This design comes from an exercise in tuning for small area and a short achievable clock period on the open sky130 flow, not from production work. The RTL was checked by simulation tests, not by an equivalence proof against the original design.

**design/flow/flow/run.sh**
```bash
#!/bin/bash
# The standard layout, with the port buffers made from buf_4 instead of the default cell,
# the resizer's timing repair aiming at 16.45 ns of setup slack, and no dummy loads in the
# clock tree
set -euo pipefail
bash standard.sh finish 'BUFFER_PORTS_ARGS=-buffer_cell sky130_fd_sc_hd__buf_4' SETUP_SLACK_MARGIN=16.45 \
  'CTS_ARGS=-sink_clustering_enable -repair_clock_nets -sink_clustering_size 24 -sink_clustering_max_diameter 50 -dont_use_dummy_load' > standard.log 2>&1
```
**design/flow/standard.sh**
```bash
#!/bin/bash
# synth_recipe.tcl (not shown) runs the flow's synth.tcl, then flattens the netlist and writes it again
# the make line also repeats each setting of config.mk as NAME=value (left out here)
make -C /OpenROAD-flow-scripts/flow DESIGN_CONFIG=/design/flow/config.mk WORK_HOME=/design/flow/orfs CLKGATE_MAP_FILE= SYNTH_SCRIPT=/design/flow/synth_recipe.tcl "${@:-finish}"
```
**design/flow/config.mk**
```make
export PLATFORM = sky130hd
export DESIGN_NAME = AXIS_linear_regression_v1_0
export DESIGN_NICKNAME = AXIS_linear_regression_v1_0
export VERILOG_FILES = /design/flow/design.v
export SDC_FILE = /design/flow/constraint.sdc
export NUM_CORES = 8
export LEC_CHECK = 0
export CAP_MARGIN = 20
export CORE_MARGIN = 2
export CORE_UTILIZATION = 40
export CTS_CLUSTER_DIAMETER = 55
export CTS_CLUSTER_SIZE = 28
export SLEW_MARGIN = 20
export SYNTH_HIERARCHICAL = 1
export SYNTH_MINIMUM_KEEP_SIZE = 0
```
**design/flow/constraint.sdc**
```tcl
create_clock -name core_clock -period 22.0 [get_ports {aclk}]
set_input_delay 4.4000 -clock core_clock [delete_from_list [all_inputs] [get_ports {aclk}]]
set_output_delay 4.4000 -clock core_clock [all_outputs]
set_load 0.01 [all_outputs]
```
**design/flow/design.v**
```verilog
`timescale 1 ns / 1 ps
module AXIS_linear_regression_v1_0 #
	(
		parameter M = 8,
		parameter N = 3,
		parameter integer C_S00_AXIS_TDATA_WIDTH	= 32,
		parameter integer C_M00_AXIS_TDATA_WIDTH	= 32,
		parameter integer C_M00_AXIS_START_COUNT	= 32
	)
	(
		input wire  aclk,
		input wire  aresetn,
		output wire  s00_axis_tready,
		input wire [C_S00_AXIS_TDATA_WIDTH-1 : 0] s00_axis_tdata,
		input wire  s00_axis_tlast,
		input wire  s00_axis_tvalid,
		output wire  m00_axis_tvalid,
		output wire [C_M00_AXIS_TDATA_WIDTH-1 : 0] m00_axis_tdata,
		output wire  m00_axis_tlast,
		input wire  m00_axis_tready
	);
    reg        tready_r;
    reg  [2:0] vdly, ldly;
    reg        tvalid_r, tlast_r;
    reg  [31:0] tdata_r;
    reg  [1:0] col;         
    reg  [3:0] row;         
    reg        pending;     
    reg  [1:0] w;           
    assign s00_axis_tready = tready_r;
    assign m00_axis_tvalid = tvalid_r;
    assign m00_axis_tlast  = tlast_r;
    assign m00_axis_tdata  = tdata_r;
    wire take = s00_axis_tvalid & tready_r & ~pending;
    wire xrow = ~row[3];
    wire nz = row != 4'd0;              
    wire [15:0] bus16 = s00_axis_tdata[15:0];
    wire [15:0] enc;
    wire [7:0] encn;
    genvar g;
    generate for (g = 0; g < 8; g = g + 1) begin : be
        wire am1 = (g == 0) ? 1'b0 : bus16[2*g-1];
        wire a0 = bus16[2*g], a1 = bus16[2*g+1];
        assign enc[2*g]   = a0 ^ am1;
        assign enc[2*g+1] = (a1 & ~a0 & ~am1) | (~a1 & a0 & am1);
        assign encn[g]    = a1;
    end endgenerate
    reg [15:0] E0, E1, E2;
    reg [7:0] N0, N1, N2;
    wire ld0 = ~xrow | (col == 2'd0);
    wire ld1 = ~xrow | (col == 2'd1);
    wire ld2 = ~xrow | (col == 2'd2);
    wire flip = take & xrow & (col == 2'd3);
    reg [31:0] R0a, R0b, R0c;           
    reg [31:0] R1a, R1b;                
    reg [31:0] A22;
    reg [31:0] B0, B1, B2;              
    wire [31:0] busx = (col == 2'd3) ? s00_axis_tdata : {{16{s00_axis_tdata[15]}}, bus16};
    reg [31:0] Q0, Q1, Q2;
    reg sx0, sx1, sx2, sx3;             
    reg st;                             
    reg cR0, cB0, cR1, cB1, cR2, cB2;
    always @(posedge aclk) begin
        if (ld0) E0 <= enc;
        if (ld1) E1 <= enc;
        if (ld2) E2 <= enc;
        if (ld0 | flip) N0 <= ld0 ? encn : ~N0;
        if (ld1 | flip) N1 <= ld1 ? encn : ~N1;
        if (ld2 | flip) N2 <= ld2 ? encn : ~N2;
        Q0 <= xrow ? busx : R0a;
        Q1 <= xrow ? busx : (col == 2'd0) ? R0b : R1a;
        Q2 <= xrow ? busx : (col == 2'd0) ? R0c : (col == 2'd1) ? R1b : A22;
        if (!aresetn) begin
            tready_r <= 1'b0;
            vdly <= 3'b0; ldly <= 3'b0;
            tvalid_r <= 1'b0; tlast_r <= 1'b0;
            col <= 2'd0; row <= 4'd0;
            pending <= 1'b0; w <= 2'd0;
            {sx0, sx1, sx2, sx3, st} <= 5'b0;
            {cR0, cB0, cR1, cB1, cR2, cB2} <= 6'b0;
        end else begin
            tready_r <= m00_axis_tready;
            vdly <= {vdly[1:0], s00_axis_tvalid};
            ldly <= {ldly[1:0], s00_axis_tlast};
            tvalid_r <= vdly[2];
            tlast_r <= ldly[2];
            sx0 <= take & xrow & (col == 2'd0);
            sx1 <= take & xrow & (col == 2'd1);
            sx2 <= take & xrow & (col == 2'd2);
            sx3 <= take & xrow & (col == 2'd3);
            st  <= take & ~xrow & (col != 2'd3);
            cR0 <= take & xrow & nz & (col != 2'd3);
            cB0 <= take & (xrow ? nz & (col == 2'd3) : (col != 2'd3));
            cR1 <= take & xrow & nz & (col == 2'd1 || col == 2'd2);
            cB1 <= take & (xrow ? nz & (col == 2'd3) : 1'b1);
            cR2 <= take & xrow & nz & (col == 2'd2);
            cB2 <= take & (xrow ? nz & col[0] : 1'b1);
            if (take) begin
                col <= col + 2'd1;
                if (col == 2'd3) row <= row + 4'd1;
                if (~xrow && col == 2'd3) pending <= 1'b1;
            end
            if (pending & m00_axis_tready) begin
                w <= (w == 2'd2) ? 2'd0 : w + 2'd1;
                if (w == 2'd2) begin
                    pending <= 1'b0;
                    row <= 4'd0;
                    col <= 2'd0;
                end
            end
        end
    end
    wire tload = pending & m00_axis_tready;
    wire [31:0] gw = (w == 2'd0) ? B0 : (w == 2'd1) ? B1 : B2;
    always @(posedge aclk)
        tdata_r <= ({32{tload & aresetn}} & gw) | ({32{~tload & aresetn}} & tdata_r);
    wire [31:0] c0 = ({32{cR0}} & R0a) | ({32{cB0}} & B0);
    wire [31:0] r0;
    mac u0 (E0, N0, Q0, c0, r0);
    wire [31:0] c1 = ({32{cR1}} & R1a) | ({32{cB1}} & B1);
    wire [31:0] r1;
    mac u1 (E1, N1, Q1, c1, r1);
    wire [31:0] c2 = ({32{cR2}} & A22) | ({32{cB2}} & B2);
    wire [31:0] r2;
    mac u2 (E2, N2, Q2, c2, r2);
    wire wa0 = sx0 | sx1 | sx2 | (take & ~xrow & (col != 2'd3));
    wire wa1 = sx1 | sx2 | (take & ~xrow & (col == 2'd1));
    always @(posedge aclk) begin
        if (wa0) begin
            R0a <= R0b;
            R0b <= R0c;
            R0c <= r0;
        end
        if (wa1) begin
            R1a <= R1b;
            R1b <= r1;
        end
        if (sx2) A22 <= r2;
        if (sx3 | st) begin B0 <= r0; B1 <= r1; B2 <= r2; end
    end
endmodule
module mac(input [15:0] e, input [7:0] n, input [31:0] b, input [31:0] c, output [31:0] r);
wire one0 = e[0];
wire two0 = e[1];
wire neg0 = n[0];
wire one1 = e[2];
wire two1 = e[3];
wire neg1 = n[1];
wire one2 = e[4];
wire two2 = e[5];
wire neg2 = n[2];
wire one3 = e[6];
wire two3 = e[7];
wire neg3 = n[3];
wire one4 = e[8];
wire two4 = e[9];
wire neg4 = n[4];
wire one5 = e[10];
wire two5 = e[11];
wire neg5 = n[5];
wire one6 = e[12];
wire two6 = e[13];
wire neg6 = n[6];
wire one7 = e[14];
wire two7 = e[15];
wire neg7 = n[7];
wire p0_0, p0_1; bpp2z u_p0_0(one0, two0, neg0, b[0], b[1], p0_0, p0_1);
wire p0_2, p0_3; bpp2 u_p0_2(one0, two0, neg0, b[1], b[2], b[3], p0_2, p0_3);
wire p0_4, p0_5; bpp2 u_p0_4(one0, two0, neg0, b[3], b[4], b[5], p0_4, p0_5);
wire p0_6, p0_7; bpp2 u_p0_6(one0, two0, neg0, b[5], b[6], b[7], p0_6, p0_7);
wire p0_8, p0_9; bpp2 u_p0_8(one0, two0, neg0, b[7], b[8], b[9], p0_8, p0_9);
wire p0_10, p0_11; bpp2 u_p0_10(one0, two0, neg0, b[9], b[10], b[11], p0_10, p0_11);
wire p0_12, p0_13; bpp2 u_p0_12(one0, two0, neg0, b[11], b[12], b[13], p0_12, p0_13);
wire p0_14, p0_15; bpp2 u_p0_14(one0, two0, neg0, b[13], b[14], b[15], p0_14, p0_15);
wire p0_16, p0_17; bpp2 u_p0_16(one0, two0, neg0, b[15], b[16], b[17], p0_16, p0_17);
wire p0_18, p0_19; bpp2 u_p0_18(one0, two0, neg0, b[17], b[18], b[19], p0_18, p0_19);
wire p0_20, p0_21; bpp2 u_p0_20(one0, two0, neg0, b[19], b[20], b[21], p0_20, p0_21);
wire p0_22, p0_23; bpp2 u_p0_22(one0, two0, neg0, b[21], b[22], b[23], p0_22, p0_23);
wire p0_24, p0_25; bpp2 u_p0_24(one0, two0, neg0, b[23], b[24], b[25], p0_24, p0_25);
wire p0_26, p0_27; bpp2 u_p0_26(one0, two0, neg0, b[25], b[26], b[27], p0_26, p0_27);
wire p0_28, p0_29; bpp2 u_p0_28(one0, two0, neg0, b[27], b[28], b[29], p0_28, p0_29);
wire p0_30, p0_31; bpp2 u_p0_30(one0, two0, neg0, b[29], b[30], b[31], p0_30, p0_31);
wire p1_0, p1_1; bpp2z u_p1_0(one1, two1, neg1, b[0], b[1], p1_0, p1_1);
wire p1_2, p1_3; bpp2 u_p1_2(one1, two1, neg1, b[1], b[2], b[3], p1_2, p1_3);
wire p1_4, p1_5; bpp2 u_p1_4(one1, two1, neg1, b[3], b[4], b[5], p1_4, p1_5);
wire p1_6, p1_7; bpp2 u_p1_6(one1, two1, neg1, b[5], b[6], b[7], p1_6, p1_7);
wire p1_8, p1_9; bpp2 u_p1_8(one1, two1, neg1, b[7], b[8], b[9], p1_8, p1_9);
wire p1_10, p1_11; bpp2 u_p1_10(one1, two1, neg1, b[9], b[10], b[11], p1_10, p1_11);
wire p1_12, p1_13; bpp2 u_p1_12(one1, two1, neg1, b[11], b[12], b[13], p1_12, p1_13);
wire p1_14, p1_15; bpp2 u_p1_14(one1, two1, neg1, b[13], b[14], b[15], p1_14, p1_15);
wire p1_16, p1_17; bpp2 u_p1_16(one1, two1, neg1, b[15], b[16], b[17], p1_16, p1_17);
wire p1_18, p1_19; bpp2 u_p1_18(one1, two1, neg1, b[17], b[18], b[19], p1_18, p1_19);
wire p1_20, p1_21; bpp2 u_p1_20(one1, two1, neg1, b[19], b[20], b[21], p1_20, p1_21);
wire p1_22, p1_23; bpp2 u_p1_22(one1, two1, neg1, b[21], b[22], b[23], p1_22, p1_23);
wire p1_24, p1_25; bpp2 u_p1_24(one1, two1, neg1, b[23], b[24], b[25], p1_24, p1_25);
wire p1_26, p1_27; bpp2 u_p1_26(one1, two1, neg1, b[25], b[26], b[27], p1_26, p1_27);
wire p1_28, p1_29; bpp2 u_p1_28(one1, two1, neg1, b[27], b[28], b[29], p1_28, p1_29);
wire p2_0, p2_1; bpp2z u_p2_0(one2, two2, neg2, b[0], b[1], p2_0, p2_1);
wire p2_2, p2_3; bpp2 u_p2_2(one2, two2, neg2, b[1], b[2], b[3], p2_2, p2_3);
wire p2_4, p2_5; bpp2 u_p2_4(one2, two2, neg2, b[3], b[4], b[5], p2_4, p2_5);
wire p2_6, p2_7; bpp2 u_p2_6(one2, two2, neg2, b[5], b[6], b[7], p2_6, p2_7);
wire p2_8, p2_9; bpp2 u_p2_8(one2, two2, neg2, b[7], b[8], b[9], p2_8, p2_9);
wire p2_10, p2_11; bpp2 u_p2_10(one2, two2, neg2, b[9], b[10], b[11], p2_10, p2_11);
wire p2_12, p2_13; bpp2 u_p2_12(one2, two2, neg2, b[11], b[12], b[13], p2_12, p2_13);
wire p2_14, p2_15; bpp2 u_p2_14(one2, two2, neg2, b[13], b[14], b[15], p2_14, p2_15);
wire p2_16, p2_17; bpp2 u_p2_16(one2, two2, neg2, b[15], b[16], b[17], p2_16, p2_17);
wire p2_18, p2_19; bpp2 u_p2_18(one2, two2, neg2, b[17], b[18], b[19], p2_18, p2_19);
wire p2_20, p2_21; bpp2 u_p2_20(one2, two2, neg2, b[19], b[20], b[21], p2_20, p2_21);
wire p2_22, p2_23; bpp2 u_p2_22(one2, two2, neg2, b[21], b[22], b[23], p2_22, p2_23);
wire p2_24, p2_25; bpp2 u_p2_24(one2, two2, neg2, b[23], b[24], b[25], p2_24, p2_25);
wire p2_26, p2_27; bpp2 u_p2_26(one2, two2, neg2, b[25], b[26], b[27], p2_26, p2_27);
wire p3_0, p3_1; bpp2z u_p3_0(one3, two3, neg3, b[0], b[1], p3_0, p3_1);
wire p3_2, p3_3; bpp2 u_p3_2(one3, two3, neg3, b[1], b[2], b[3], p3_2, p3_3);
wire p3_4, p3_5; bpp2 u_p3_4(one3, two3, neg3, b[3], b[4], b[5], p3_4, p3_5);
wire p3_6, p3_7; bpp2 u_p3_6(one3, two3, neg3, b[5], b[6], b[7], p3_6, p3_7);
wire p3_8, p3_9; bpp2 u_p3_8(one3, two3, neg3, b[7], b[8], b[9], p3_8, p3_9);
wire p3_10, p3_11; bpp2 u_p3_10(one3, two3, neg3, b[9], b[10], b[11], p3_10, p3_11);
wire p3_12, p3_13; bpp2 u_p3_12(one3, two3, neg3, b[11], b[12], b[13], p3_12, p3_13);
wire p3_14, p3_15; bpp2 u_p3_14(one3, two3, neg3, b[13], b[14], b[15], p3_14, p3_15);
wire p3_16, p3_17; bpp2 u_p3_16(one3, two3, neg3, b[15], b[16], b[17], p3_16, p3_17);
wire p3_18, p3_19; bpp2 u_p3_18(one3, two3, neg3, b[17], b[18], b[19], p3_18, p3_19);
wire p3_20, p3_21; bpp2 u_p3_20(one3, two3, neg3, b[19], b[20], b[21], p3_20, p3_21);
wire p3_22, p3_23; bpp2 u_p3_22(one3, two3, neg3, b[21], b[22], b[23], p3_22, p3_23);
wire p3_24, p3_25; bpp2 u_p3_24(one3, two3, neg3, b[23], b[24], b[25], p3_24, p3_25);
wire p4_0, p4_1; bpp2z u_p4_0(one4, two4, neg4, b[0], b[1], p4_0, p4_1);
wire p4_2, p4_3; bpp2 u_p4_2(one4, two4, neg4, b[1], b[2], b[3], p4_2, p4_3);
wire p4_4, p4_5; bpp2 u_p4_4(one4, two4, neg4, b[3], b[4], b[5], p4_4, p4_5);
wire p4_6, p4_7; bpp2 u_p4_6(one4, two4, neg4, b[5], b[6], b[7], p4_6, p4_7);
wire p4_8, p4_9; bpp2 u_p4_8(one4, two4, neg4, b[7], b[8], b[9], p4_8, p4_9);
wire p4_10, p4_11; bpp2 u_p4_10(one4, two4, neg4, b[9], b[10], b[11], p4_10, p4_11);
wire p4_12, p4_13; bpp2 u_p4_12(one4, two4, neg4, b[11], b[12], b[13], p4_12, p4_13);
wire p4_14, p4_15; bpp2 u_p4_14(one4, two4, neg4, b[13], b[14], b[15], p4_14, p4_15);
wire p4_16, p4_17; bpp2 u_p4_16(one4, two4, neg4, b[15], b[16], b[17], p4_16, p4_17);
wire p4_18, p4_19; bpp2 u_p4_18(one4, two4, neg4, b[17], b[18], b[19], p4_18, p4_19);
wire p4_20, p4_21; bpp2 u_p4_20(one4, two4, neg4, b[19], b[20], b[21], p4_20, p4_21);
wire p4_22, p4_23; bpp2 u_p4_22(one4, two4, neg4, b[21], b[22], b[23], p4_22, p4_23);
wire p5_0, p5_1; bpp2z u_p5_0(one5, two5, neg5, b[0], b[1], p5_0, p5_1);
wire p5_2, p5_3; bpp2 u_p5_2(one5, two5, neg5, b[1], b[2], b[3], p5_2, p5_3);
wire p5_4, p5_5; bpp2 u_p5_4(one5, two5, neg5, b[3], b[4], b[5], p5_4, p5_5);
wire p5_6, p5_7; bpp2 u_p5_6(one5, two5, neg5, b[5], b[6], b[7], p5_6, p5_7);
wire p5_8, p5_9; bpp2 u_p5_8(one5, two5, neg5, b[7], b[8], b[9], p5_8, p5_9);
wire p5_10, p5_11; bpp2 u_p5_10(one5, two5, neg5, b[9], b[10], b[11], p5_10, p5_11);
wire p5_12, p5_13; bpp2 u_p5_12(one5, two5, neg5, b[11], b[12], b[13], p5_12, p5_13);
wire p5_14, p5_15; bpp2 u_p5_14(one5, two5, neg5, b[13], b[14], b[15], p5_14, p5_15);
wire p5_16, p5_17; bpp2 u_p5_16(one5, two5, neg5, b[15], b[16], b[17], p5_16, p5_17);
wire p5_18, p5_19; bpp2 u_p5_18(one5, two5, neg5, b[17], b[18], b[19], p5_18, p5_19);
wire p5_20, p5_21; bpp2 u_p5_20(one5, two5, neg5, b[19], b[20], b[21], p5_20, p5_21);
wire p6_0, p6_1; bpp2z u_p6_0(one6, two6, neg6, b[0], b[1], p6_0, p6_1);
wire p6_2, p6_3; bpp2 u_p6_2(one6, two6, neg6, b[1], b[2], b[3], p6_2, p6_3);
wire p6_4, p6_5; bpp2 u_p6_4(one6, two6, neg6, b[3], b[4], b[5], p6_4, p6_5);
wire p6_6, p6_7; bpp2 u_p6_6(one6, two6, neg6, b[5], b[6], b[7], p6_6, p6_7);
wire p6_8, p6_9; bpp2 u_p6_8(one6, two6, neg6, b[7], b[8], b[9], p6_8, p6_9);
wire p6_10, p6_11; bpp2 u_p6_10(one6, two6, neg6, b[9], b[10], b[11], p6_10, p6_11);
wire p6_12, p6_13; bpp2 u_p6_12(one6, two6, neg6, b[11], b[12], b[13], p6_12, p6_13);
wire p6_14, p6_15; bpp2 u_p6_14(one6, two6, neg6, b[13], b[14], b[15], p6_14, p6_15);
wire p6_16, p6_17; bpp2 u_p6_16(one6, two6, neg6, b[15], b[16], b[17], p6_16, p6_17);
wire p6_18, p6_19; bpp2 u_p6_18(one6, two6, neg6, b[17], b[18], b[19], p6_18, p6_19);
wire p7_0, p7_1; bpp2z u_p7_0(one7, two7, neg7, b[0], b[1], p7_0, p7_1);
wire p7_2, p7_3; bpp2 u_p7_2(one7, two7, neg7, b[1], b[2], b[3], p7_2, p7_3);
wire p7_4, p7_5; bpp2 u_p7_4(one7, two7, neg7, b[3], b[4], b[5], p7_4, p7_5);
wire p7_6, p7_7; bpp2 u_p7_6(one7, two7, neg7, b[5], b[6], b[7], p7_6, p7_7);
wire p7_8, p7_9; bpp2 u_p7_8(one7, two7, neg7, b[7], b[8], b[9], p7_8, p7_9);
wire p7_10, p7_11; bpp2 u_p7_10(one7, two7, neg7, b[9], b[10], b[11], p7_10, p7_11);
wire p7_12, p7_13; bpp2 u_p7_12(one7, two7, neg7, b[11], b[12], b[13], p7_12, p7_13);
wire p7_14, p7_15; bpp2 u_p7_14(one7, two7, neg7, b[13], b[14], b[15], p7_14, p7_15);
wire p7_16, p7_17; bpp2 u_p7_16(one7, two7, neg7, b[15], b[16], b[17], p7_16, p7_17);
wire n1;
wire n2;
ha un2 (p0_14, p1_12, n1, n2);
wire n3;
wire n4;
ha un4 (p0_15, p1_13, n3, n4);
wire n5;
wire n6;
ha un6 (p0_16, p1_14, n5, n6);
wire n7;
wire n8;
ha un8 (p0_17, p1_15, n7, n8);
wire n9;
wire n10;
ha un10 (p0_18, p1_16, n9, n10);
wire n11;
wire n12;
ha un12 (p0_19, p1_17, n11, n12);
wire n13;
wire n14;
ha un14 (p0_20, p1_18, n13, n14);
wire n15;
wire n16;
ha un16 (p0_21, p1_19, n15, n16);
wire n17;
wire n18;
ha un18 (p0_22, p1_20, n17, n18);
wire n19;
wire n20;
ha un20 (p0_23, p1_21, n19, n20);
wire n21;
wire n22;
ha un22 (p0_24, p1_22, n21, n22);
wire n23;
wire n24;
ha un24 (p0_25, p1_23, n23, n24);
wire n25;
wire n26;
ha un26 (p0_26, p1_24, n25, n26);
wire n27;
wire n28;
ha un28 (p0_27, p1_25, n27, n28);
wire n29;
wire n30;
ha un30 (p0_28, p1_26, n29, n30);
wire n31;
wire n32;
ha un32 (p0_29, p1_27, n31, n32);
wire n33;
wire n34;
ha un34 (p0_30, p1_28, n33, n34);
wire n35;
wire n36;
ha un36 (p0_31, p1_29, n35, n36);
wire n37;
wire n38;
ha un38 (p0_8, p1_6, n37, n38);
wire n39;
wire n40;
ha un40 (p0_9, p1_7, n39, n40);
wire n41;
wire n42;
fa un42 (p0_10, p1_8, p2_6, n41, n42);
wire n43;
wire n44;
ha un44 (p3_4, p4_2, n43, n44);
wire n45;
wire n46;
fa un46 (p0_11, p1_9, p2_7, n45, n46);
wire n47;
wire n48;
ha un48 (p3_5, p4_3, n47, n48);
wire n49;
wire n50;
fa un50 (p0_12, p1_10, p2_8, n49, n50);
wire n51;
wire n52;
fa un52 (p3_6, p4_4, p5_2, n51, n52);
wire n53;
wire n54;
ha un54 (p6_0, neg6, n53, n54);
wire n55;
wire n56;
fa un56 (p0_13, p1_11, p2_9, n55, n56);
wire n57;
wire n58;
fa un58 (p3_7, p4_5, p5_3, n57, n58);
wire n59;
wire n60;
ha un60 (p6_1, c[13], n59, n60);
wire n61;
wire n62;
fa un62 (n1, p2_10, p3_8, n61, n62);
wire n63;
wire n64;
fa un64 (p4_6, p5_4, p6_2, n63, n64);
wire n65;
wire n66;
fa un66 (p7_0, neg7, c[14], n65, n66);
wire n67;
wire n68;
fa un68 (n2, n3, p2_11, n67, n68);
wire n69;
wire n70;
fa un70 (p3_9, p4_7, p5_5, n69, n70);
wire n71;
wire n72;
fa un72 (p6_3, p7_1, c[15], n71, n72);
wire n73;
wire n74;
fa un74 (n4, n5, p2_12, n73, n74);
wire n75;
wire n76;
fa un76 (p3_10, p4_8, p5_6, n75, n76);
wire n77;
wire n78;
fa un78 (p6_4, p7_2, c[16], n77, n78);
wire n79;
wire n80;
fa un80 (n6, n7, p2_13, n79, n80);
wire n81;
wire n82;
fa un82 (p3_11, p4_9, p5_7, n81, n82);
wire n83;
wire n84;
fa un84 (p6_5, p7_3, c[17], n83, n84);
wire n85;
wire n86;
fa un86 (n8, n9, p2_14, n85, n86);
wire n87;
wire n88;
fa un88 (p3_12, p4_10, p5_8, n87, n88);
wire n89;
wire n90;
fa un90 (p6_6, p7_4, c[18], n89, n90);
wire n91;
wire n92;
fa un92 (n10, n11, p2_15, n91, n92);
wire n93;
wire n94;
fa un94 (p3_13, p4_11, p5_9, n93, n94);
wire n95;
wire n96;
fa un96 (p6_7, p7_5, c[19], n95, n96);
wire n97;
wire n98;
fa un98 (n12, n13, p2_16, n97, n98);
wire n99;
wire n100;
fa un100 (p3_14, p4_12, p5_10, n99, n100);
wire n101;
wire n102;
fa un102 (p6_8, p7_6, c[20], n101, n102);
wire n103;
wire n104;
fa un104 (n14, n15, p2_17, n103, n104);
wire n105;
wire n106;
fa un106 (p3_15, p4_13, p5_11, n105, n106);
wire n107;
wire n108;
fa un108 (p6_9, p7_7, c[21], n107, n108);
wire n109;
wire n110;
fa un110 (n16, n17, p2_18, n109, n110);
wire n111;
wire n112;
fa un112 (p3_16, p4_14, p5_12, n111, n112);
wire n113;
wire n114;
fa un114 (p6_10, p7_8, c[22], n113, n114);
wire n115;
wire n116;
fa un116 (n18, n19, p2_19, n115, n116);
wire n117;
wire n118;
fa un118 (p3_17, p4_15, p5_13, n117, n118);
wire n119;
wire n120;
fa un120 (p6_11, p7_9, c[23], n119, n120);
wire n121;
wire n122;
fa un122 (n20, n21, p2_20, n121, n122);
wire n123;
wire n124;
fa un124 (p3_18, p4_16, p5_14, n123, n124);
wire n125;
wire n126;
fa un126 (p6_12, p7_10, c[24], n125, n126);
wire n127;
wire n128;
fa un128 (n22, n23, p2_21, n127, n128);
wire n129;
wire n130;
fa un130 (p3_19, p4_17, p5_15, n129, n130);
wire n131;
wire n132;
fa un132 (p6_13, p7_11, c[25], n131, n132);
wire n133;
wire n134;
fa un134 (n24, n25, p2_22, n133, n134);
wire n135;
wire n136;
fa un136 (p3_20, p4_18, p5_16, n135, n136);
wire n137;
wire n138;
fa un138 (p6_14, p7_12, c[26], n137, n138);
wire n139;
wire n140;
fa un140 (n26, n27, p2_23, n139, n140);
wire n141;
wire n142;
fa un142 (p3_21, p4_19, p5_17, n141, n142);
wire n143;
wire n144;
fa un144 (p6_15, p7_13, c[27], n143, n144);
wire n145;
wire n146;
fa un146 (n28, n29, p2_24, n145, n146);
wire n147;
wire n148;
fa un148 (p3_22, p4_20, p5_18, n147, n148);
wire n149;
wire n150;
fa un150 (p6_16, p7_14, c[28], n149, n150);
wire n151;
wire n152;
fa un152 (n30, n31, p2_25, n151, n152);
wire n153;
wire n154;
fa un154 (p3_23, p4_21, p5_19, n153, n154);
wire n155;
wire n156;
fa un156 (p6_17, p7_15, c[29], n155, n156);
wire n157;
wire n158;
fa un158 (n32, n33, p2_26, n157, n158);
wire n159;
wire n160;
fa un160 (p3_24, p4_22, p5_20, n159, n160);
wire n161;
wire n162;
fa un162 (p6_18, p7_16, c[30], n161, n162);
wire n163;
wire n164;
fa un164 (n34, n35, p2_27, n163, n164);
wire n165;
wire n166;
fa un166 (p3_25, p4_23, p5_21, n165, n166);
wire n167;
wire n168;
fa un168 (p6_19, p7_17, c[31], n167, n168);
wire n169;
wire n170;
ha un170 (p0_4, p1_2, n169, n170);
wire n171;
wire n172;
ha un172 (p0_5, p1_3, n171, n172);
wire n173;
wire n174;
fa un174 (p0_6, p1_4, p2_2, n173, n174);
wire n175;
wire n176;
ha un176 (p3_0, neg3, n175, n176);
wire n177;
wire n178;
fa un178 (p0_7, p1_5, p2_3, n177, n178);
wire n179;
wire n180;
ha un180 (p3_1, c[7], n179, n180);
wire n181;
wire n182;
fa un182 (n37, p2_4, p3_2, n181, n182);
wire n183;
wire n184;
fa un184 (p4_0, neg4, c[8], n183, n184);
wire n185;
wire n186;
fa un186 (n38, n39, p2_5, n185, n186);
wire n187;
wire n188;
fa un188 (p3_3, p4_1, c[9], n187, n188);
wire n189;
wire n190;
fa un190 (n40, n41, n43, n189, n190);
wire n191;
wire n192;
fa un192 (p5_0, neg5, c[10], n191, n192);
wire n193;
wire n194;
fa un194 (n42, n44, n45, n193, n194);
wire n195;
wire n196;
fa un196 (n47, p5_1, c[11], n195, n196);
wire n197;
wire n198;
fa un198 (n46, n48, n49, n197, n198);
wire n199;
wire n200;
fa un200 (n51, n53, c[12], n199, n200);
wire n201;
wire n202;
fa un202 (n50, n52, n54, n201, n202);
wire n203;
wire n204;
fa un204 (n55, n57, n59, n203, n204);
wire n205;
wire n206;
fa un206 (n56, n58, n60, n205, n206);
wire n207;
wire n208;
fa un208 (n61, n63, n65, n207, n208);
wire n209;
wire n210;
fa un210 (n62, n64, n66, n209, n210);
wire n211;
wire n212;
fa un212 (n67, n69, n71, n211, n212);
wire n213;
wire n214;
fa un214 (n68, n70, n72, n213, n214);
wire n215;
wire n216;
fa un216 (n73, n75, n77, n215, n216);
wire n217;
wire n218;
fa un218 (n74, n76, n78, n217, n218);
wire n219;
wire n220;
fa un220 (n79, n81, n83, n219, n220);
wire n221;
wire n222;
fa un222 (n80, n82, n84, n221, n222);
wire n223;
wire n224;
fa un224 (n85, n87, n89, n223, n224);
wire n225;
wire n226;
fa un226 (n86, n88, n90, n225, n226);
wire n227;
wire n228;
fa un228 (n91, n93, n95, n227, n228);
wire n229;
wire n230;
fa un230 (n92, n94, n96, n229, n230);
wire n231;
wire n232;
fa un232 (n97, n99, n101, n231, n232);
wire n233;
wire n234;
fa un234 (n98, n100, n102, n233, n234);
wire n235;
wire n236;
fa un236 (n103, n105, n107, n235, n236);
wire n237;
wire n238;
fa un238 (n104, n106, n108, n237, n238);
wire n239;
wire n240;
fa un240 (n109, n111, n113, n239, n240);
wire n241;
wire n242;
fa un242 (n110, n112, n114, n241, n242);
wire n243;
wire n244;
fa un244 (n115, n117, n119, n243, n244);
wire n245;
wire n246;
fa un246 (n116, n118, n120, n245, n246);
wire n247;
wire n248;
fa un248 (n121, n123, n125, n247, n248);
wire n249;
wire n250;
fa un250 (n122, n124, n126, n249, n250);
wire n251;
wire n252;
fa un252 (n127, n129, n131, n251, n252);
wire n253;
wire n254;
fa un254 (n128, n130, n132, n253, n254);
wire n255;
wire n256;
fa un256 (n133, n135, n137, n255, n256);
wire n257;
wire n258;
fa un258 (n134, n136, n138, n257, n258);
wire n259;
wire n260;
fa un260 (n139, n141, n143, n259, n260);
wire n261;
wire n262;
fa un262 (n140, n142, n144, n261, n262);
wire n263;
wire n264;
fa un264 (n145, n147, n149, n263, n264);
wire n265;
wire n266;
fa un266 (n146, n148, n150, n265, n266);
wire n267;
wire n268;
fa un268 (n151, n153, n155, n267, n268);
wire n269;
wire n270;
fa un270 (n152, n154, n156, n269, n270);
wire n271;
wire n272;
fa un272 (n157, n159, n161, n271, n272);
wire n273;
wire n274;
fa un274 (n158, n160, n162, n273, n274);
wire n275;
wire n276;
fa un276 (n163, n165, n167, n275, n276);
wire n277;
wire n278;
ha un278 (p0_2, p1_0, n277, n278);
wire n279;
wire n280;
ha un280 (p0_3, p1_1, n279, n280);
wire n281;
wire n282;
fa un282 (n169, p2_0, neg2, n281, n282);
wire n283;
wire n284;
fa un284 (n170, n171, p2_1, n283, n284);
wire n285;
wire n286;
fa un286 (n172, n173, n175, n285, n286);
wire n287;
wire n288;
fa un288 (n174, n176, n177, n287, n288);
wire n289;
wire n290;
fa un290 (n178, n180, n181, n289, n290);
wire n291;
wire n292;
fa un292 (n182, n184, n185, n291, n292);
wire n293;
wire n294;
fa un294 (n186, n188, n189, n293, n294);
wire n295;
wire n296;
fa un296 (n190, n192, n193, n295, n296);
wire n297;
wire n298;
fa un298 (n194, n196, n197, n297, n298);
wire n299;
wire n300;
fa un300 (n198, n200, n201, n299, n300);
wire n301;
wire n302;
fa un302 (n202, n204, n205, n301, n302);
wire n303;
wire n304;
fa un304 (n206, n208, n209, n303, n304);
wire n305;
wire n306;
fa un306 (n210, n212, n213, n305, n306);
wire n307;
wire n308;
fa un308 (n214, n216, n217, n307, n308);
wire n309;
wire n310;
fa un310 (n218, n220, n221, n309, n310);
wire n311;
wire n312;
fa un312 (n222, n224, n225, n311, n312);
wire n313;
wire n314;
fa un314 (n226, n228, n229, n313, n314);
wire n315;
wire n316;
fa un316 (n230, n232, n233, n315, n316);
wire n317;
wire n318;
fa un318 (n234, n236, n237, n317, n318);
wire n319;
wire n320;
fa un320 (n238, n240, n241, n319, n320);
wire n321;
wire n322;
fa un322 (n242, n244, n245, n321, n322);
wire n323;
wire n324;
fa un324 (n246, n248, n249, n323, n324);
wire n325;
wire n326;
fa un326 (n250, n252, n253, n325, n326);
wire n327;
wire n328;
fa un328 (n254, n256, n257, n327, n328);
wire n329;
wire n330;
fa un330 (n258, n260, n261, n329, n330);
wire n331;
wire n332;
fa un332 (n262, n264, n265, n331, n332);
wire n333;
wire n334;
fa un334 (n266, n268, n269, n333, n334);
wire n335;
wire n336;
fa un336 (n270, n272, n273, n335, n336);
wire n337;
wire n338;
ha un338 (p0_0, neg0, n337, n338);
wire n339;
wire n340;
ha un340 (p0_1, c[1], n339, n340);
wire n341;
wire n342;
fa un342 (n277, neg1, c[2], n341, n342);
wire n343;
wire n344;
fa un344 (n278, n279, c[3], n343, n344);
wire n345;
wire n346;
fa un346 (n280, n281, c[4], n345, n346);
wire n347;
wire n348;
fa un348 (n282, n283, c[5], n347, n348);
wire n349;
wire n350;
fa un350 (n284, n285, c[6], n349, n350);
wire n351;
wire n352;
fa un352 (n286, n287, n179, n351, n352);
wire n353;
wire n354;
fa un354 (n288, n289, n183, n353, n354);
wire n355;
wire n356;
fa un356 (n290, n291, n187, n355, n356);
wire n357;
wire n358;
fa un358 (n292, n293, n191, n357, n358);
wire n359;
wire n360;
fa un360 (n294, n295, n195, n359, n360);
wire n361;
wire n362;
fa un362 (n296, n297, n199, n361, n362);
wire n363;
wire n364;
fa un364 (n298, n299, n203, n363, n364);
wire n365;
wire n366;
fa un366 (n300, n301, n207, n365, n366);
wire n367;
wire n368;
fa un368 (n302, n303, n211, n367, n368);
wire n369;
wire n370;
fa un370 (n304, n305, n215, n369, n370);
wire n371;
wire n372;
fa un372 (n306, n307, n219, n371, n372);
wire n373;
wire n374;
fa un374 (n308, n309, n223, n373, n374);
wire n375;
wire n376;
fa un376 (n310, n311, n227, n375, n376);
wire n377;
wire n378;
fa un378 (n312, n313, n231, n377, n378);
wire n379;
wire n380;
fa un380 (n314, n315, n235, n379, n380);
wire n381;
wire n382;
fa un382 (n316, n317, n239, n381, n382);
wire n383;
wire n384;
fa un384 (n318, n319, n243, n383, n384);
wire n385;
wire n386;
fa un386 (n320, n321, n247, n385, n386);
wire n387;
wire n388;
fa un388 (n322, n323, n251, n387, n388);
wire n389;
wire n390;
fa un390 (n324, n325, n255, n389, n390);
wire n391;
wire n392;
fa un392 (n326, n327, n259, n391, n392);
wire n393;
wire n394;
fa un394 (n328, n329, n263, n393, n394);
wire n395;
wire n396;
fa un396 (n330, n331, n267, n395, n396);
wire n397;
wire n398;
fa un398 (n332, n333, n271, n397, n398);
wire n399;
wire n400;
fa un400 (n334, n335, n275, n399, n400);
wire [31:0] s0 = {n398, n396, n394, n392, n390, n388, n386, n384, n382, n380, n378, n376, n374, n372, n370, n368, n366, n364, n362, n360, n358, n356, n354, n352, n350, n348, n346, n344, n342, n340, n338, n337};
wire [31:0] s1 = {n399, n397, n395, n393, n391, n389, n387, n385, n383, n381, n379, n377, n375, n373, n371, n369, n367, n365, n363, n361, n359, n357, n355, n353, n351, n349, n347, n345, n343, n341, n339, c[0]};
add32 u_cpa(s0, s1, r);
endmodule
module fa(input a, input b, input c, output s, output co);
assign s = a ^ b ^ c;
assign co = (a & b) | (a & c) | (b & c);
endmodule
module ha(input a, input b, output s, output co);
assign s = a ^ b;
assign co = a & b;
endmodule
module bpp2(input one, input two, input neg, input bm1, input b0, input b1, output p0, output p1);
assign p0 = ((one & b0) | (two & bm1)) ^ neg;
assign p1 = ((one & b1) | (two & b0)) ^ neg;
endmodule
module bpp2z(input one, input two, input neg, input b0, input b1, output p0, output p1);
assign p0 = (one & b0) ^ neg;
assign p1 = ((one & b1) | (two & b0)) ^ neg;
endmodule
module add32(input [31:0] a, input [31:0] b, output [31:0] s);
wire q1;
wire q2;
pgc u_pg0(a[0], b[0], q1, q2);
wire q3;
wire q4;
pgc u_pg1(a[1], b[1], q3, q4);
wire q5;
wire q6;
pgc u_pg2(a[2], b[2], q5, q6);
wire q7;
wire q8;
pgc u_pg3(a[3], b[3], q7, q8);
wire q9;
wire q10;
pgc u_pg4(a[4], b[4], q9, q10);
wire q11;
wire q12;
pgc u_pg5(a[5], b[5], q11, q12);
wire q13;
wire q14;
pgc u_pg6(a[6], b[6], q13, q14);
wire q15;
wire q16;
pgc u_pg7(a[7], b[7], q15, q16);
wire q17;
wire q18;
pgc u_pg8(a[8], b[8], q17, q18);
wire q19;
wire q20;
pgc u_pg9(a[9], b[9], q19, q20);
wire q21;
wire q22;
pgc u_pg10(a[10], b[10], q21, q22);
wire q23;
wire q24;
pgc u_pg11(a[11], b[11], q23, q24);
wire q25;
wire q26;
pgc u_pg12(a[12], b[12], q25, q26);
wire q27;
wire q28;
pgc u_pg13(a[13], b[13], q27, q28);
wire q29;
wire q30;
pgc u_pg14(a[14], b[14], q29, q30);
wire q31;
wire q32;
pgc u_pg15(a[15], b[15], q31, q32);
wire q33;
wire q34;
pgc u_pg16(a[16], b[16], q33, q34);
wire q35;
wire q36;
pgc u_pg17(a[17], b[17], q35, q36);
wire q37;
wire q38;
pgc u_pg18(a[18], b[18], q37, q38);
wire q39;
wire q40;
pgc u_pg19(a[19], b[19], q39, q40);
wire q41;
wire q42;
pgc u_pg20(a[20], b[20], q41, q42);
wire q43;
wire q44;
pgc u_pg21(a[21], b[21], q43, q44);
wire q45;
wire q46;
pgc u_pg22(a[22], b[22], q45, q46);
wire q47;
wire q48;
pgc u_pg23(a[23], b[23], q47, q48);
wire q49;
wire q50;
pgc u_pg24(a[24], b[24], q49, q50);
wire q51;
wire q52;
pgc u_pg25(a[25], b[25], q51, q52);
wire q53;
wire q54;
pgc u_pg26(a[26], b[26], q53, q54);
wire q55;
wire q56;
pgc u_pg27(a[27], b[27], q55, q56);
wire q57;
wire q58;
pgc u_pg28(a[28], b[28], q57, q58);
wire q59;
wire q60;
pgc u_pg29(a[29], b[29], q59, q60);
wire q61;
wire q62;
pgc u_pg30(a[30], b[30], q61, q62);
wire q63;
wire q64;
pgc u_pg31(a[31], b[31], q63, q64);
wire q65;
gray u_g65(q3, q4, q1, q65);
wire q66;
wire q67;
dot u_d67(q7, q8, q5, q6, q66, q67);
wire q68;
wire q69;
dot u_d69(q11, q12, q9, q10, q68, q69);
wire q70;
wire q71;
dot u_d71(q15, q16, q13, q14, q70, q71);
wire q72;
wire q73;
dot u_d73(q19, q20, q17, q18, q72, q73);
wire q74;
wire q75;
dot u_d75(q23, q24, q21, q22, q74, q75);
wire q76;
wire q77;
dot u_d77(q27, q28, q25, q26, q76, q77);
wire q78;
wire q79;
dot u_d79(q31, q32, q29, q30, q78, q79);
wire q80;
wire q81;
dot u_d81(q35, q36, q33, q34, q80, q81);
wire q82;
wire q83;
dot u_d83(q39, q40, q37, q38, q82, q83);
wire q84;
wire q85;
dot u_d85(q43, q44, q41, q42, q84, q85);
wire q86;
wire q87;
dot u_d87(q47, q48, q45, q46, q86, q87);
wire q88;
wire q89;
dot u_d89(q51, q52, q49, q50, q88, q89);
wire q90;
wire q91;
dot u_d91(q55, q56, q53, q54, q90, q91);
wire q92;
wire q93;
dot u_d93(q59, q60, q57, q58, q92, q93);
wire q94;
wire q95;
dot u_d95(q63, q64, q61, q62, q94, q95);
wire q96;
gray u_g96(q66, q67, q65, q96);
wire q97;
wire q98;
dot u_d98(q68, q69, q66, q67, q97, q98);
wire q99;
wire q100;
dot u_d100(q70, q71, q68, q69, q99, q100);
wire q101;
wire q102;
dot u_d102(q72, q73, q70, q71, q101, q102);
wire q103;
wire q104;
dot u_d104(q74, q75, q72, q73, q103, q104);
wire q105;
wire q106;
dot u_d106(q76, q77, q74, q75, q105, q106);
wire q107;
wire q108;
dot u_d108(q78, q79, q76, q77, q107, q108);
wire q109;
wire q110;
dot u_d110(q80, q81, q78, q79, q109, q110);
wire q111;
wire q112;
dot u_d112(q82, q83, q80, q81, q111, q112);
wire q113;
wire q114;
dot u_d114(q84, q85, q82, q83, q113, q114);
wire q115;
wire q116;
dot u_d116(q86, q87, q84, q85, q115, q116);
wire q117;
wire q118;
dot u_d118(q88, q89, q86, q87, q117, q118);
wire q119;
wire q120;
dot u_d120(q90, q91, q88, q89, q119, q120);
wire q121;
wire q122;
dot u_d122(q92, q93, q90, q91, q121, q122);
wire q123;
wire q124;
dot u_d124(q94, q95, q92, q93, q123, q124);
wire q125;
gray u_g125(q97, q98, q65, q125);
wire q126;
gray u_g126(q99, q100, q96, q126);
wire q127;
wire q128;
dot u_d128(q101, q102, q97, q98, q127, q128);
wire q129;
wire q130;
dot u_d130(q103, q104, q99, q100, q129, q130);
wire q131;
wire q132;
dot u_d132(q105, q106, q101, q102, q131, q132);
wire q133;
wire q134;
dot u_d134(q107, q108, q103, q104, q133, q134);
wire q135;
wire q136;
dot u_d136(q109, q110, q105, q106, q135, q136);
wire q137;
wire q138;
dot u_d138(q111, q112, q107, q108, q137, q138);
wire q139;
wire q140;
dot u_d140(q113, q114, q109, q110, q139, q140);
wire q141;
wire q142;
dot u_d142(q115, q116, q111, q112, q141, q142);
wire q143;
wire q144;
dot u_d144(q117, q118, q113, q114, q143, q144);
wire q145;
wire q146;
dot u_d146(q119, q120, q115, q116, q145, q146);
wire q147;
wire q148;
dot u_d148(q121, q122, q117, q118, q147, q148);
wire q149;
wire q150;
dot u_d150(q123, q124, q119, q120, q149, q150);
wire q151;
gray u_g151(q127, q128, q65, q151);
wire q152;
gray u_g152(q129, q130, q96, q152);
wire q153;
gray u_g153(q131, q132, q125, q153);
wire q154;
gray u_g154(q133, q134, q126, q154);
wire q155;
wire q156;
dot u_d156(q135, q136, q127, q128, q155, q156);
wire q157;
wire q158;
dot u_d158(q137, q138, q129, q130, q157, q158);
wire q159;
wire q160;
dot u_d160(q139, q140, q131, q132, q159, q160);
wire q161;
wire q162;
dot u_d162(q141, q142, q133, q134, q161, q162);
wire q163;
wire q164;
dot u_d164(q143, q144, q135, q136, q163, q164);
wire q165;
wire q166;
dot u_d166(q145, q146, q137, q138, q165, q166);
wire q167;
wire q168;
dot u_d168(q147, q148, q139, q140, q167, q168);
wire q169;
wire q170;
dot u_d170(q149, q150, q141, q142, q169, q170);
wire q171;
gray u_g171(q155, q156, q65, q171);
wire q172;
gray u_g172(q157, q158, q96, q172);
wire q173;
gray u_g173(q159, q160, q125, q173);
wire q174;
gray u_g174(q161, q162, q126, q174);
wire q175;
gray u_g175(q163, q164, q151, q175);
wire q176;
gray u_g176(q165, q166, q152, q176);
wire q177;
gray u_g177(q167, q168, q153, q177);
wire q178;
gray u_g178(q169, q170, q154, q178);
wire q179;
gray u_g179(q5, q6, q65, q179);
wire q180;
gray u_g180(q9, q10, q96, q180);
wire q181;
gray u_g181(q13, q14, q125, q181);
wire q182;
gray u_g182(q17, q18, q126, q182);
wire q183;
gray u_g183(q21, q22, q151, q183);
wire q184;
gray u_g184(q25, q26, q152, q184);
wire q185;
gray u_g185(q29, q30, q153, q185);
wire q186;
gray u_g186(q33, q34, q154, q186);
wire q187;
gray u_g187(q37, q38, q171, q187);
wire q188;
gray u_g188(q41, q42, q172, q188);
wire q189;
gray u_g189(q45, q46, q173, q189);
wire q190;
gray u_g190(q49, q50, q174, q190);
wire q191;
gray u_g191(q53, q54, q175, q191);
wire q192;
gray u_g192(q57, q58, q176, q192);
wire q193;
gray u_g193(q61, q62, q177, q193);
assign s[0] = q2;
xr u_x1(q4, q1, s[1]);
xr u_x2(q6, q65, s[2]);
xr u_x3(q8, q179, s[3]);
xr u_x4(q10, q96, s[4]);
xr u_x5(q12, q180, s[5]);
xr u_x6(q14, q125, s[6]);
xr u_x7(q16, q181, s[7]);
xr u_x8(q18, q126, s[8]);
xr u_x9(q20, q182, s[9]);
xr u_x10(q22, q151, s[10]);
xr u_x11(q24, q183, s[11]);
xr u_x12(q26, q152, s[12]);
xr u_x13(q28, q184, s[13]);
xr u_x14(q30, q153, s[14]);
xr u_x15(q32, q185, s[15]);
xr u_x16(q34, q154, s[16]);
xr u_x17(q36, q186, s[17]);
xr u_x18(q38, q171, s[18]);
xr u_x19(q40, q187, s[19]);
xr u_x20(q42, q172, s[20]);
xr u_x21(q44, q188, s[21]);
xr u_x22(q46, q173, s[22]);
xr u_x23(q48, q189, s[23]);
xr u_x24(q50, q174, s[24]);
xr u_x25(q52, q190, s[25]);
xr u_x26(q54, q175, s[26]);
xr u_x27(q56, q191, s[27]);
xr u_x28(q58, q176, s[28]);
xr u_x29(q60, q192, s[29]);
xr u_x30(q62, q177, s[30]);
xr u_x31(q64, q193, s[31]);
endmodule
module pgc(input a, input b, output g, output p);
assign g = a & b;
assign p = a ^ b;
endmodule
module dot(input g1, input p1, input g0, input p0, output g, output p);
assign g = g1 | (p1 & g0);
assign p = p1 & p0;
endmodule
module gray(input g1, input p1, input g0, output g);
assign g = g1 | (p1 & g0);
endmodule
module xr(input a, input b, output y);
assign y = a ^ b;
endmodule
```
==> results of run 1 <==
[area by class of cell]
type / instances / area, um2
Clock buffer: 46 / 1150
Fill cell: 10300 / 61700
Inverter: 22 / 82.6
Multi-Input combinational cell: 2948 / 30200
Sequential cell: 517 / 14100
Tap cell: 1488 / 1860
Timing Repair Buffer: 171 / 1500
[repair_timing]
| item | CTS | global route |
|---|---|---|
| hold endpoints to repair | 0 | 0 |
| resized for setup | 77 | 39 |
| setup buffers | 3 | 13 |
| cloned | 1 | 0 |
| pin swaps | 1 | 0 |
| endpoints found under the setup margin | 131 | 86 |
[per-layer routing]
layer	global-route usage	vias up
met1	0.397	16700
met5	0	-
met3	0.0567	220
met4	0.0938	0
met2	0.395	1818
li1	-	13500
[modules after synthesis, one instance, submodules excluded, a selection]
module	cell area [um2]	copies in the design
dot	13.8	135
pgc	12.5	96
bpp2	32.5	276
AXIS_linear_regression_v1_0	18900	1
add32	7.51	3
bpp2z	33.8	24
ha	12.5	96
fa	20.0	504
xr	8.76	93
gray	7.51	90
[through the flow]
stage / std cells / hold WS (ns)
floorplan: 3576 / 0.412
global placement: 5128 / 0.415
detailed placement: 5128 / 0.421
CTS: 5178 / 0.436
global route: 5192 / 0.452
finish: 5192 / 0.437
[cells in the final DEF (no fill, tap or decap), drive strengths merged, types with 32 or more instances in the layout]
cell	count
clkbuf	47
nand2	87
xor2	100
a21o	225
fa	504
xnor2	602
buf	170
a22oi	576
ha	198
edfxtp	360
a221oi	32
a22o	96
mux2i	65
mux2	32
and2	148
nor2	48
a21oi	56
o21ai	83
dfxtp	157
[worst min path at each step]
stage	slack, ns	startpoint	to
detailed placement	0.42	ldly[1]	ldly[2]
global placement	0.42	ldly[1]	ldly[2]
floorplan	0.41	ldly[0]	ldly[1]
finish	0.44	R1b[16]	R1a[16]
global route	0.45	R1b[18]	R1a[18]
CTS	0.44	R1b[16]	R1a[16]
[logic make-up (layout without fill, tap and decap cells)]
group	count (synthesis)	after routing	synth area share
compound gates	1133	1134	0.195
fa+ha+maj	702	702	0.282
xor+xnor	702	702	0.138
flops	517	517	0.313
simple gates	313	313	0.0372
buf+inv	112	239	0.0124
mux	97	97	0.0227
==> results.toml, run 1 <==
[min_path]
min_path_type = "register to register"
min_path_cells = 0

[setup_path]
cp_num_buf_inv = 1
cp.depth = 1
path_class = "register to primary output"
crit-reg2reg-capture = "R1b[29]"
r2r_slack_ns = 16.56
cp_top_family = "flip-flops"
reg2reg_depth = 14
r2r-start = "Q1[9]"
crit_fanout = 2
path_cells = "buf_6"
cp-start-kind = "register"
endpoint = "m00_axis_tdata[14]"
required_ns = 17.60
crit_slowest_cell = "dfxtp_4"
cp_slowest_stage_delay_ns = 0.41
end_kind = "primary output"
crit_arrival_ns = 1.15
critPathLaunch = "tdata_r[14]"

[finish]
final_core_util = 0.442
antennaDiodeCount = 0
area_delta_synth_final_pct = 9.61
fin_nets = 4445
drive_above_1_share = 0.103
final_area_um2 = 48900

[global_route]
overflow = 0
antenna_found_initial = 2
first_global_vias = 32100
grt_max_degree = 66
grt_usage = 0.271
grt_first_pass_wirelength_um = 228000

[logic_synthesis]
synth_cells = 3576
synth_edf_count = 360
synthTopCellsByCount = "xnor2_1, a22oi_1, fa_1"
syn_area_per_cell_um2 = 12.5
syn-cell-area_um2 = 44600
syn-num-nets = 4315
synth_top_area_cell = "edfxtp_1"
ys_warn_count = 7
synth_ff_type = "edfxtp_1"
ys_async_sr_fraction = 0
synth_top_cell_area_share = 0.243
ys_seq_area_frac = 0.313
yosys-top-cells-area = "edfxtp_1, fa_1, xnor2_1"
ys_types = 53
synth.most_common_cell = "xnor2_1"
ys_seq_elements = 517

[timing]
maxSlewHeadroom = 0.258
finalHoldViolCount = 0
clock.fmax_mhz = 180
setup_viol = 0
tns_ns = 0
fin_crit_ns = 5.55
finalClockSkew_ns = 0.0873
rsz0062_at_grt = "yes"
period_share = 0.252
fin_ws_ns = 16.45
worst_pin_slew_ns = 1.11
drv_slew = 0

[floorplan]
core-area_um2 = 111000
die_w_um = 338
ioPinCount = 72
start_util = 0.403
die_area_um2 = 114000
rows = 122
fp.dieH_um = 338

[drt]
met1_length_um = 66900
via_count = 32300
vias_per_cell = 6.22
drt_iter0_markers = 4141
wl_met2_um = 67200
first_pass_iters = 6
ant_nets = 0
avgRoutedWirePerCell_um = 30.1
post-route-drc-count = 0
wl_met3_um = 15900
drt_wl_total_um = 156000
top_layer = "met4"

[clock_tree]
clock_sinks = 517
cts_root_buffer = "clkbuf_16"
insertion_delay_ns = 0.61
cts.clk_slew.worst_paths_ns = 0.08
h-tree-depth = 2
cts_buffer_depth = 3
cts_tree = "yes"
numCtsBuffers = 46
postCtsHoldBufs = 0

[status]
status = "complete, no violations"

[place]
dp_slack_ns = 15.19
dp_hpwl_um = 113000
gp_congestion = 0.954
place_area_um2 = 47200
port_buffers = 71

[run]
cap_violations = 0
==> run 2: changes to the inputs <==
==> design/flow/flow/run.sh (replaced) <==
#!/bin/bash
# The standard layout, with the port buffers made from buf_4 instead of the default cell,
# the resizer's timing repair aiming at 16.45 ns of setup slack, and no dummy loads in the
# clock tree
set -euo pipefail
bash standard.sh finish 'BUFFER_PORTS_ARGS=-buffer_cell sky130_fd_sc_hd__buf_4' SETUP_SLACK_MARGIN=16.45 \
  'CTS_ARGS=-sink_clustering_enable -repair_clock_nets -sink_clustering_size 32 -sink_clustering_max_diameter 60 -dont_use_dummy_load' > standard.log 2>&1
==> run 2 against run 1 <==
Compared with the run above:
- via count increased by 0.40%
- largest cell class unchanged
==> results.toml, run 2 <==
[finish]
area_delta_synth_final_pct = 9.18
mostFrequentLayoutCell = "xnor2_1"
drive_above_1_share = 0.103
final_cell_mix = "xnor2_1, a22oi_1, fa_1"
antennaDiodeCount = 0
fillers = 10300
fin_nets = 4437
final_core_util = 0.440

[logic_synthesis]
syn-cell-area_um2 = 44600
yosys-top-cells-area = "edfxtp_1, fa_1, xnor2_1"
ys_warn_count = 7
synth_top_area_cell = "edfxtp_1"
synth_ff_type = "edfxtp_1"
ys_types = 53
syn-num-nets = 4315
ys_async_sr_fraction = 0
synthTopCellsByCount = "xnor2_1, a22oi_1, fa_1"
synth.most_common_cell = "xnor2_1"
ys_seq_area_frac = 0.313
syn_area_per_cell_um2 = 12.5
synth_top_cell_area_share = 0.243
synth_edf_count = 360
synth_cells = 3576
ys_seq_elements = 517

[global_route]
overflow = 0
met2_usage = 0.394
first_global_vias = 32100
grt_max_degree = 66
use_met3 = 0.0582
grt_first_pass_wirelength_um = 227000
busiest_layer = "met1"
grtUsageMet1 = 0.395
antenna_found_initial = 2
grt_usage = 0.270

[setup_path]
cp_slowest_stage_delay_ns = 0.41
end_kind = "primary output"
r2r-start = "Q2[10]"
crit_fanout = 2
path_cells = "buf_6"
path_class = "register to primary output"
crit_slowest_cell = "dfxtp_4"
cp_top_family = "flip-flops"
crit_arrival_ns = 1.14
cp_num_buf_inv = 1
cp-start-kind = "register"
required_ns = 17.60
critPathLaunch = "tdata_r[10]"

[floorplan]
ioPinCount = 72
rows = 122
die_area_um2 = 114000
fp.dieH_um = 338
core-area_um2 = 111000
start_util = 0.403
die_w_um = 338

[timing]
finalClockSkew_ns = 0.0932
fin_ws_ns = 16.46
finalHoldViolCount = 0
maxSlewHeadroom = 0.266
drv_slew = 0
period_share = 0.252
rsz0062_at_grt = "yes"
setup_viol = 0
clock.fmax_mhz = 181
worst_pin_slew_ns = 1.10
fin_crit_ns = 5.54
tns_ns = 0

[clock_tree]
clock_sinks = 517
cts.clk_slew.worst_paths_ns = 0.11
cts_root_buffer = "clkbuf_16"
cts_buffer_depth = 3
cts_tree = "yes"
numCtsBuffers = 36
insertion_delay_ns = 0.61
h-tree-depth = 2

[drt]
vias_per_cell = 6.25
post-route-drc-count = 0
drt_wl_total_um = 157000
drt_iter0_markers = 3952
via_count = 32400
avgRoutedWirePerCell_um = 30.3
first_pass_iters = 6
ant_nets = 0

[place]
dp_slack_ns = 15.19
dp_hpwl_um = 113000
port_buffers = 71
gp_congestion = 0.954

[min_path]
hp-start = "R1b[16]"
min_path_type = "register to register"

[status]
status = "complete, no violations"

[run]
cap_violations = 0
[run 2: cell counts after synthesis]
Identical to the previous run, type by type.
[run 2: metal layers]
metal | routed length, um | vias up | share of wire
li1 | - | 13500 | -
met1 | 66400 | 16800 | 0.42
met2 | 67400 | 1910 | 0.43
met3 | 16900 | 227 | 0.11
met4 | 6370 | 0 | 0.041
met5 | 0 | - | 0
[run 2: layout make-up]
type                    instances  area (um2)  share of cell area
clock buffers                  36         901              0.0185
repair buffers                173        1530              0.0314
well taps                    1488        1860              0.0383
inverters                      22        82.6             0.00170
flip-flops and latches        517       14100               0.289
multi-input cells            2948       30200               0.621
[run 2: timing repair]
action,4_1_cts,5_1_grt
hold buffers,0,0
endpoints found under the setup margin,141,70
setup buffers,3,14
pin swaps,1,0
gates cloned,1,1
gates resized for setup,74,53
[run 2: path summary, 6_finish.rpt]
kind,slack [ns],depth (start not counted),to
max,16.46,1,m00_axis_tdata[10]
min reg2reg,0.41,0,R1a[16]
max reg2reg,16.53,13,B2[28]
min,0.41,0,R1a[16]
[run 2: cells by family (layout without fill, tap and decap cells)]
| family | after synthesis | after routing | share of synthesized area |
|---|---|---|---|
| adder cells (fa/ha/maj) | 702 | 702 | 0.282 |
| AND/OR/NAND/NOR | 313 | 313 | 0.0372 |
| buffers and inverters | 112 | 231 | 0.0124 |
| XOR/XNOR | 702 | 702 | 0.138 |
| multiplexers | 97 | 97 | 0.0227 |
| AO/OA/AOI/OAI | 1133 | 1134 | 0.195 |
| flip-flops | 517 | 517 | 0.313 |
[run 2: metrics by stage]
step | instances | hold slack [ns] | area (um2)
3_3_place_gp | 5128 | 0.415 | 47200
4_1_cts | 5168 | 0.416 | 48300
3_5_place_dp | 5128 | 0.421 | 47200
2_1_floorplan | 3576 | 0.412 | 44600
5_1_grt | 5184 | 0.432 | 48700
6_report | 5184 | 0.414 | 48700
[run 2: modules after synthesis, one instance, submodules excluded, a selection]
| module | cell area (um2) | times used | flops+latches |
|---|---|---|---|
| AXIS_linear_regression_v1_0 | 18900 | 1 | 517 |
| xr | 8.76 | 93 | 0 |
| add32 | 7.51 | 3 | 0 |
| ha | 12.5 | 96 | 0 |
| fa | 20.0 | 504 | 0 |
| bpp2 | 32.5 | 276 | 0 |
| gray | 7.51 | 90 | 0 |
| dot | 13.8 | 135 | 0 |
| bpp2z | 33.8 | 24 | 0 |
| pgc | 12.5 | 96 | 0 |
==> run 3: changes to the inputs <==
==> design/flow/flow/run.sh (replaced) <==
#!/bin/bash
# The standard layout, with the port buffers made from buf_4 instead of the default cell,
# the resizer's timing repair aiming at 16.45 ns of setup slack, and no dummy loads in the
# clock tree
set -euo pipefail
bash standard.sh finish 'BUFFER_PORTS_ARGS=-buffer_cell sky130_fd_sc_hd__buf_4' SETUP_SLACK_MARGIN=16.45 \
  'CTS_ARGS=-sink_clustering_enable -repair_clock_nets -sink_clustering_size 26 -sink_clustering_max_diameter 52 -dont_use_dummy_load' > standard.log 2>&1
==> run 3 against run 2 <==
Compared with the run above:
- cell count rose by 0.14%
- area after synthesis stayed put
- via count about the same
- critical path depth unchanged
==> results.toml, run 3 <==
[logic_synthesis]
synth_top_cell_area_share = 0.243
synth_cells = 3576
yosys-top-cells-area = "edfxtp_1, fa_1, xnor2_1"
syn_area_per_cell_um2 = 12.5
syn-cell-area_um2 = 44600
ys_seq_elements = 517
syn-num-nets = 4315
ys_async_sr_fraction = 0
synth.most_common_cell = "xnor2_1"
ys_seq_area_frac = 0.313
synth_top_area_cell = "edfxtp_1"
synth_edf_count = 360
ys_types = 53
synthTopCellsByCount = "xnor2_1, a22oi_1, fa_1"
ys_warn_count = 7
synth_ff_type = "edfxtp_1"

[drt]
ant_nets = 0
first_pass_iters = 8
drt_iter0_markers = 4052
drt_wl_total_um = 156000
via_count = 32400
top_layer = "met4"
met1_length_um = 66700
wl_met2_um = 66800
vias_per_cell = 6.24
post-route-drc-count = 0
wl_met3_um = 16400
avgRoutedWirePerCell_um = 30.1

[clock_tree]
cts_buffer_depth = 3
h-tree-depth = 2
cts.clk_slew.worst_paths_ns = 0.08
cts_root_buffer = "clkbuf_16"
numCtsBuffers = 46
clock_sinks = 517
cts_tree = "yes"
insertion_delay_ns = 0.63

[min_path]
min_path_type = "register to register"
hp-start = "R1b[31]"

[timing]
tns_ns = 0
finalClockSkew_ns = 0.0938
setup_viol = 0
rsz0062_at_grt = "yes"
worst_pin_slew_ns = 1.11
drv_slew = 0
fin_crit_ns = 5.54
finalHoldViolCount = 0
clock.fmax_mhz = 181
period_share = 0.252
maxSlewHeadroom = 0.260

[setup_path]
cp-start-kind = "register"
cp_top_family = "flip-flops"
r2r-start = "E1[3]"
end_kind = "primary output"
required_ns = 17.60
path_cells = "buf_4"
crit_arrival_ns = 1.14
cp_num_buf_inv = 1
crit_fanout = 2
path_class = "register to primary output"
crit_slowest_cell = "dfxtp_2"
critPathLaunch = "tdata_r[13]"
cp_slowest_stage_delay_ns = 0.40

[place]
gp_congestion = 0.954
dp_hpwl_um = 113000
port_buffers = 71
place_area_um2 = 47200

[global_route]
overflow = 0
grt_usage = 0.271
antenna_found_initial = 3
grt_first_pass_wirelength_um = 227000
grt_max_degree = 66
first_global_vias = 32100

[status]
status = "complete, no violations"

[floorplan]
core-area_um2 = 111000
rows = 122
start_util = 0.403
die_w_um = 338
ioPinCount = 72
fp.dieH_um = 338
die_area_um2 = 114000

[finish]
fillers = 10300
final_cell_mix = "xnor2_1, a22oi_1, fa_1"
antennaDiodeCount = 0
mostFrequentLayoutCell = "xnor2_1"
drive_above_1_share = 0.104
fin_nets = 4444
area_delta_synth_final_pct = 9.58
final_area_um2 = 48800

[run]
cap_violations = 0
run 3: final cells by class:
cell class                      count  area, um2  share of cell area
Multi-Input combinational cell   2948      30200               0.619
Sequential cell                   517      14100               0.288
Tap cell                         1488       1860              0.0381
Timing Repair Buffer              170       1460              0.0299
Clock buffer                       46       1150              0.0236
Inverter                           22       82.6             0.00169
run 3: cells by family after synthesis:
logic type	Yosys count	synth area share
xor gates and xnor gates	702	0.138
buffers and inverters	112	0.0124
muxes	97	0.0227
and+or+nand+nor	313	0.0372
AOI/OAI and AO/OA	1133	0.195
DFF	517	0.313
adders and majority gates	702	0.282
run 3: routing by layer:
metal  GRT usage  vias to the layer above
met2       0.394                     1817
met4      0.0966                        0
met3      0.0560                      206
met5           0                        -
li1            -                    13500
met1       0.397                    16900
run 3: Yosys stat by module, one instance, submodules excluded, excerpt:
module	flip-flops and latches	copies in the design	cell area, um2	cells inside
add32	0	3	7.51	1
ha	0	96	12.5	1
xr	0	93	8.76	1
pgc	0	96	12.5	1
AXIS_linear_regression_v1_0	517	1	18900	1224
fa	0	504	20.0	1
run 3: worst register-to-register path, delay by kind of cell, from the launching register on:
| kind | cells | cell delay [ns] |
|---|---|---|
| XOR/XNOR | 2 | 0.49 |
| flip-flops | 1 | 0.45 |
| AND/OR/NAND/NOR | 4 | 0.75 |
| buffers and inverters | 1 | 0.29 |
| adder cells (fa/ha/maj) | 6 | 2.63 |
| AO/OA/AOI/OAI | 3 | 0.64 |
run 3: path summary, 6_finish.rpt:
path                                           end  slack [ns]  depth (start not counted)
worst max-delay path            m00_axis_tdata[13]       16.46                          1
worst max register to register             R1b[21]       16.56                         16
worst min register to register             R1a[31]        0.42                          0
worst min-delay path                       R1a[31]        0.42                          0
run 3: what timing repair did:
| item | CTS | global route |
|---|---|---|
| resized for setup | 67 | 44 |
| gates cloned | 1 | 0 |
| pin swaps | 1 | 0 |
| setup buffers | 3 | 12 |
| hold buffers | 0 | 0 |
| setup endpoints to repair | 144 | 78 |
run 3: per-stage QoR:
stage / hold WS [ns] / cells / setup WS [ns] / utilization
after detailed placement: 0.421 / 5128 / 15.19 / 0.427
after global placement: 0.415 / 5128 / 15.21 / 0.427
after floorplan: 0.412 / 3576 / 15.43 / -
after CTS: 0.424 / 5178 / 16.45 / 0.439
final: 0.420 / 5191 / 16.46 / 0.442
after global routing: 0.437 / 5191 / 16.43 / 0.442

## static timing again, ports no longer ideal
Ports are ideal in the flow. The routed layouts listed here were re-timed in OpenROAD. Step 1, drivers: a clkbuf_16 drives aclk and a buf_2 each remaining input, both assumed. Step 2 moves the port delays by t, midway between the first and last clock arrival at a register: inputs arrive t later, outputs are due t later. That takes back most of the time a late clock gives input paths. a / b / c = ideal ports / drivers / drivers and shift; a / b = the first two.
| run | t, ns | setup WS [ns] | clock arrival spread, ns |
|---|---|---|---|
| run 1 | 0.643 | 16.449 / 16.382 / 15.949 | 0.107 / 0.107 |
| run 2 | 0.633 | 16.461 / 16.394 / 15.896 | 0.096 / 0.097 |
| run 3 | 0.645 | 16.461 / 16.395 / 15.944 | 0.094 / 0.094 |
After both steps setup and hold are still met in every run listed. For run 2, which loses most, drivers alone change the setup slack by -0.067 ns; drivers and shift together by -0.565 ns.
